Context: an optimization exercise on an open-source flow, tuned for small area, a short achievable clock period and few clock cycles. The choices shown serve that exercise and are no tape-out recipe. Function was checked by simulation only, so behaviour that the tests miss may differ from the original. Power and IR drop assume default switching activity.

Setup of build 45:
==> flow/design.v (excerpt) <==
module filter2d(
                input           clk,
                input           rstn,
                input           start,
                output reg      finish,
                output          cs,
                output          we,
                output [16:0]   addr,
                output [7:0]    din,
                input  [7:0]    dout,
                input           h_write,
                input  [3:0]    h_idx,
                input  [7:0]    h_data
);
reg        run, pend;
reg  [2:0] t;
reg  [7:0] s;
reg  [7:0] b;
wire t_last = (t == 3'd5);
wire done   = t_last && (s == 8'd1) && b[7];
wire go     = (start | pend) && (t_last || (t == 3'd0));
always @(posedge clk or negedge rstn) begin
    if (!rstn) begin
        run    <= 1'b0;
        pend   <= 1'b0;
        t      <= 3'd0;
        finish <= 1'b0;
    end else begin
        t      <= t_last ? 3'd0 : t + 3'd1;
        finish <= run & done;
        if (go) begin
  ...
Size: ~1,700 cells after synthesis, about 52 I/O pins, about 0.019 mm2 of cells after synthesis.
Settings: LEC_CHECK=0, CAP_MARGIN=20, CORE_MARGIN=2, CORE_UTILIZATION=40, SLEW_MARGIN=20; clock period 10.0 ns.
standard.sh (not shown) runs the stock make flow with config.mk's settings and CLKGATE_MAP_FILE= SYNTH_SCRIPT=/design/flow/synth_recipe.tcl, a recipe that flattens the netlist after the stock synthesis.
==> flow/flow/run.sh <==
#!/bin/bash
# Standard layout, with the timing repair aimed at a shorter period than the
# clock's (the SDC is unchanged; only repair_timing's setup margin is raised).
set -euo pipefail
bash standard.sh SETUP_SLACK_MARGIN=7 TNS_END_PERCENT=5 CORE_UTILIZATION=55 CTS_CLUSTER_SIZE=24 CTS_CLUSTER_DIAMETER=80 MATCH_CELL_FOOTPRINT=0 finish > standard.log 2>&1
Testbench counts of build 45, summed over its fixed seeds: cycles 1,572,980.
What build 12 does differently from build 45 at the input level:
==> flow/flow/run.sh <==
#!/bin/bash
# Standard layout, with the timing repair aimed at a shorter period than the
# clock's (the SDC is unchanged; only repair_timing's setup margin is raised).
set -euo pipefail
bash standard.sh SETUP_SLACK_MARGIN=7 TNS_END_PERCENT=5 CORE_UTILIZATION=55 CTS_CLUSTER_SIZE=24 CTS_CLUSTER_DIAMETER=80 finish > standard.log 2>&1
Notes after the runs:
Compared with build 45, build 12 shows a higher data arrival time at the worst-slack endpoint.
Summary of build 12 over build 45: number of logic stages on the critical path including buffering moved down; power now larger; flip-flop and latch area neither gained nor lost much; global-route wire length before repair -about 0.6%.
On delay of the slowest cell on the worst path, the higher figure sits with build 45, not build 12.
Per the comparison of build 12 with build 45, worst slack on hold paths held steady; routed wire length now sits higher; multi-input logic area rose by 1.4%.
Run comparison: build 45 endpoint of the most critical setup path din_q[3]$_SDFFCE_PP1P_; build 12 endpoint of the most critical setup path q10[2]$_DFF_PN0_
> inputs changed (build 12 -> build 25)
-- flow/flow/run.sh --
<<< build 12, line 5
bash standard.sh SETUP_SLACK_MARGIN=7 TNS_END_PERCENT=5 CORE_UTILIZATION=55 CTS_CLUSTER_SIZE=24 CTS_CLUSTER_DIAMETER=80 finish > standard.log 2>&1
>>> build 25, line 5
bash standard.sh SETUP_SLACK_MARGIN=7 CTS_CLUSTER_SIZE=30 CTS_CLUSTER_DIAMETER=100 finish > standard.log 2>&1
--- outcome ---
Between build 12 and build 25, clock-buffer cell count is higher for build 12, build 25 comes in under that. Worst hold slack across build 12 and build 25: no real change. Build 12 → build 25: clock network fraction of total power lower; clock-cell share of area -0.99 points. Build 25: register area is 0.36% higher than what build 12 reported. Side by side, combinational power share turned out higher in build 25 than in build 12. Between build 12 and build 25, the difference in insertion delay of the later-clocked pin in the worst-skew pair is negligible. Utilization build 12 -> build 25: down.
Changes in build 47 relative to build 25:
-- flow/flow/run.sh --
<<< build 25, line 5
bash standard.sh SETUP_SLACK_MARGIN=7 CTS_CLUSTER_SIZE=30 CTS_CLUSTER_DIAMETER=100 finish > standard.log 2>&1
>>> build 47, line 5
bash standard.sh SETUP_SLACK_MARGIN=7 TNS_END_PERCENT=5 CORE_UTILIZATION=55 finish > standard.log 2>&1
Findings:
- [compare] base=build 25 new=build 47: layout multi-input combinational cell count held steady, number of cells after detailed placement shrank by 160.
- The start point of the critical path comes out ps2[5]$_DFF_P_ in one run and pc2[8]$_DFF_P_ in the other, namely in build 47 and build 25 respectively.
- Overall fraction of global-route tracks in use for build 47 is higher than for build 25.
- Diff build 25 -> build 47: proportion of power drawn by combinational gates went down by 7.0 points; minimum period implied by the final worst setup slack went down by 19 ps.
Inputs modified between build 47 and build 27:
-- flow/flow/run.sh --
<<< build 47, line 5
bash standard.sh SETUP_SLACK_MARGIN=7 TNS_END_PERCENT=5 CORE_UTILIZATION=55 finish > standard.log 2>&1
>>> build 27, line 5
bash standard.sh SETUP_SLACK_MARGIN=7 TNS_END_PERCENT=5 CORE_UTILIZATION=65 CTS_CLUSTER_SIZE=24 CTS_CLUSTER_DIAMETER=80 finish > standard.log 2>&1
--- outcome ---
- Build 27 did not stop at any stage, and its layout met the timing, DRC and antenna checks.
- Placement row count was lower in build 27 than in build 47.
- Comparing H-tree depth for build 27 and build 47, the bigger number came from build 47.
- Build 27 vs build 47 — portion of the clock cycle consumed by the worst path in the final layout rose 0.75 points.
- Build 47 -> build 27: aggregate negative setup slack delta 0, exact match
- Build 27 ended with less total area of multi-input combinational cells than build 47.
- The higher total placed cells including tap cells came out of build 47.
- Relative to build 47, worst-margin pin slew has increased by 79 ps in build 27.

---

Setup of job 6284:
filter2d, a different RTL version from the one above (not shown whole).
Size: roughly 1700 cells after synthesis, ~52 I/O pins.
==> flow/config.mk <==
export PLATFORM = sky130hd
export DESIGN_NAME = filter2d
export DESIGN_NICKNAME = filter2d
export VERILOG_FILES = /design/flow/design.v
export SDC_FILE = /design/flow/constraint.sdc
export NUM_CORES = 4
export LEC_CHECK = 0
export CAP_MARGIN = 20
export CORE_MARGIN = 2
export CORE_UTILIZATION = 40
export SLEW_MARGIN = 20
==> flow/constraint.sdc <==
create_clock -name core_clock -period 10.0 [get_ports {clk}]
set_input_delay 2.0000 -clock core_clock [delete_from_list [all_inputs] [get_ports {clk}]]
set_output_delay 2.0000 -clock core_clock [all_outputs]
set_load 0.01 [all_outputs]
==> flow/flow/run.sh <==
#!/bin/bash
# Standard layout, with the timing repair aimed at a shorter period than the
# clock's (the SDC is unchanged; only repair_timing's setup margin is raised),
# and plain buffers on the ports.
set -euo pipefail
bash standard.sh SETUP_SLACK_MARGIN=7.3 TNS_END_PERCENT=5 CORE_UTILIZATION=65 CTS_CLUSTER_SIZE=24 CTS_CLUSTER_DIAMETER=80 MATCH_CELL_FOOTPRINT=0 'BUFFER_PORTS_ARGS=-buffer_cell sky130_fd_sc_hd__buf_2' finish > standard.log 2>&1
Job 6284 ended with every stage complete and zero timing, DRC or antenna violations.
Testbench counts of job 6284, summed over its fixed seeds: cycles 1,573,008.
diff inputs: job 6284 => job 1481
==> flow/flow/run.sh <==
#!/bin/bash
# Standard layout, with the timing repair aimed at a shorter period than the
# clock's (the SDC is unchanged; only repair_timing's setup margin is raised),
# and plain buffers on the ports.
set -euo pipefail
bash standard.sh SETUP_SLACK_MARGIN=7 TNS_END_PERCENT=5 CORE_UTILIZATION=65 CTS_CLUSTER_SIZE=24 CTS_CLUSTER_DIAMETER=80 MATCH_CELL_FOOTPRINT=0 'BUFFER_PORTS_ARGS=-buffer_cell sky130_fd_sc_hd__buf_2' finish > standard.log 2>&1
### Flow results
- No stage failed in job 1481, and the final checks on the layout all came back clean.
- Number of fill cells in the layout, job 1481 vs job 6284: up slightly
- In the reports for job 6284 and job 1481, the larger worst slew margin relative to its limit belongs to job 1481.
- On worst setup slack, job 6284 and job 1481 are basically level.
- Diff job 1481..job 6284 | mux cell area share after synthesis | unchanged
- Number of buffers added by the clock tree synthesis step: job 1481 vs job 6284 identical
- Delta (job 1481 minus job 6284): multi-input combinational area share now larger, overall power of the completed layout neither gained nor lost much.
- Diff job 6284 -> job 1481: routed wire length now smaller, pre-CTS setup slack closely matched the old numbers, global-route wire length before repair now sits lower.
Modified inputs, job 6777 compared to job 1481
==> flow/flow/run.sh <==
#!/bin/bash
# Standard layout, with the timing repair aimed at a shorter period than the
# clock's (the SDC is unchanged; only repair_timing's setup margin is raised),
# and plain buffers on the ports.
set -euo pipefail
bash standard.sh SETUP_SLACK_MARGIN=7 TNS_END_PERCENT=5 CORE_UTILIZATION=65 CTS_CLUSTER_SIZE=24 CTS_CLUSTER_DIAMETER=80 MATCH_CELL_FOOTPRINT=0 CAP_MARGIN=5 SLEW_MARGIN=5 'BUFFER_PORTS_ARGS=-buffer_cell sky130_fd_sc_hd__buf_2' finish > standard.log 2>&1
[summary]
Job 6777 -> job 1481: aggregate routed wire length flat
Looking at job 6777 and job 1481, the final critical path time including I/O delays and setup is a wash.
Looking at job 6777 and job 1481, the design area is a wash.
For worst hold slack, job 6777 and job 1481 come out practically identical.
Compared with job 1481, in job 6777 wire length on met2 did not really move, detailed-route via count roughly the same.
Setup changes, job 6777 to job 8373
==> flow/flow/run.sh <==
#!/bin/bash
# Standard layout, with the timing repair aimed at a shorter period than the
# clock's (the SDC is unchanged; only repair_timing's setup margin is raised),
# and plain buffers on the ports.
set -euo pipefail
bash standard.sh SETUP_SLACK_MARGIN=6.9 TNS_END_PERCENT=5 CORE_UTILIZATION=65 CTS_CLUSTER_SIZE=24 CTS_CLUSTER_DIAMETER=80 MATCH_CELL_FOOTPRINT=0 'BUFFER_PORTS_ARGS=-buffer_cell sky130_fd_sc_hd__buf_2' finish > standard.log 2>&1
[summary]
- The flow did not stop early for job 8373: all stages ran, and the layout cleared the timing, DRC and antenna checks.
- Cmp job 8373 and job 6777 / area overhead of the layout relative to synthesis / lower: job 8373
- First-pass GRT wire length across job 8373 and job 6777: no real change.
- From job 6777 to job 8373 the numbers moved as follows: number of storage elements in the synthesis netlist has remained practically unchanged; total wire length after detailed routing has decreased; worst setup slack has decreased; final instance area has remained practically unchanged.
Edits applied to the flow inputs when going from job 8373 to job 2285:
==> flow/flow/run.sh <==
#!/bin/bash
# Standard layout, with the timing repair aimed at a shorter period than the
# clock's (the SDC is unchanged; only repair_timing's setup margin is raised),
# and plain buffers on the ports.
set -euo pipefail
bash standard.sh SETUP_SLACK_MARGIN=6.8 TNS_END_PERCENT=5 CORE_UTILIZATION=65 CTS_CLUSTER_SIZE=24 CTS_CLUSTER_DIAMETER=80 MATCH_CELL_FOOTPRINT=0 'BUFFER_PORTS_ARGS=-buffer_cell sky130_fd_sc_hd__buf_2' finish > standard.log 2>&1
==> comparison <==
- In the metrics for job 8373 and job 2285, the one carrying the lower routing usage on met2 is job 2285.
- Per the comparison of job 2285 with job 8373, routed wire length now smaller, count of non-filler cells in the finished layout comparable.
- Taking job 8373 as the reference point, the routing usage on met1 of job 2285 falls by 0.29 points.
- Job 2285 -> job 8373: H-tree depth delta 0, exact match
- Comparing job 2285 with job 8373, the fraction of area in registers came out essentially unchanged.

## afterwards: timing with drivers on the ports
The results above use ideal ports. As a check the final layouts listed here were re-extracted and re-timed, cells and wires unchanged. Step 1 assumes that a clkbuf_16 drives the clock port and a buf_2 every other input. Step 2, shift: input delay + t, output delay - t, t = (earliest + latest rising clock arrival at the registers) / 2. This alone moves slack from input paths to output paths. a / b / c = ideal / step 1 / step 2; a / b = the first two.
| run | t (ns) | setup slack, ns | worst hold slack (ns) | cell pins on the clock port's net |
|---|---|---|---|---|
| build 45 | 0.577 | 6.686 / 6.686 / 6.203 | 0.332 / 0.332 / 0.332 | 1 |
| build 12 | 0.579 | 6.679 / 6.688 / 6.110 | 0.330 / 0.330 / 0.330 | 1 |
| build 25 | 0.566 | 6.691 / 6.691 / 6.145 | 0.329 / 0.329 / 0.329 | 1 |
| build 47 | 0.580 | 6.710 / 6.710 / 6.184 | 0.322 / 0.322 / 0.322 | 1 |
| build 27 | 0.573 | 6.635 / 6.635 / 6.166 | 0.332 / 0.332 / 0.332 | 1 |
| job 6284 | 0.571 | 6.950 / 6.900 / 6.492 | 0.442 / 0.442 / 0.442 | 1 |
| job 1481 | 0.570 | 6.949 / 6.899 / 6.490 | 0.440 / 0.440 / 0.440 | 1 |
| job 6777 | 0.570 | 6.949 / 6.899 / 6.490 | 0.440 / 0.440 / 0.440 | 1 |
| job 8373 | 0.571 | 6.945 / 6.895 / 6.492 | 0.394 / 0.394 / 0.394 | 1 |
| job 2285 | 0.571 | 6.876 / 6.876 / 6.492 | 0.394 / 0.394 / 0.394 | 1 |
After both steps every run listed still meets setup and hold. The setup slack of build 12, which loses most, moves by +0.009 ns with the drivers and by -0.569 ns with both steps.
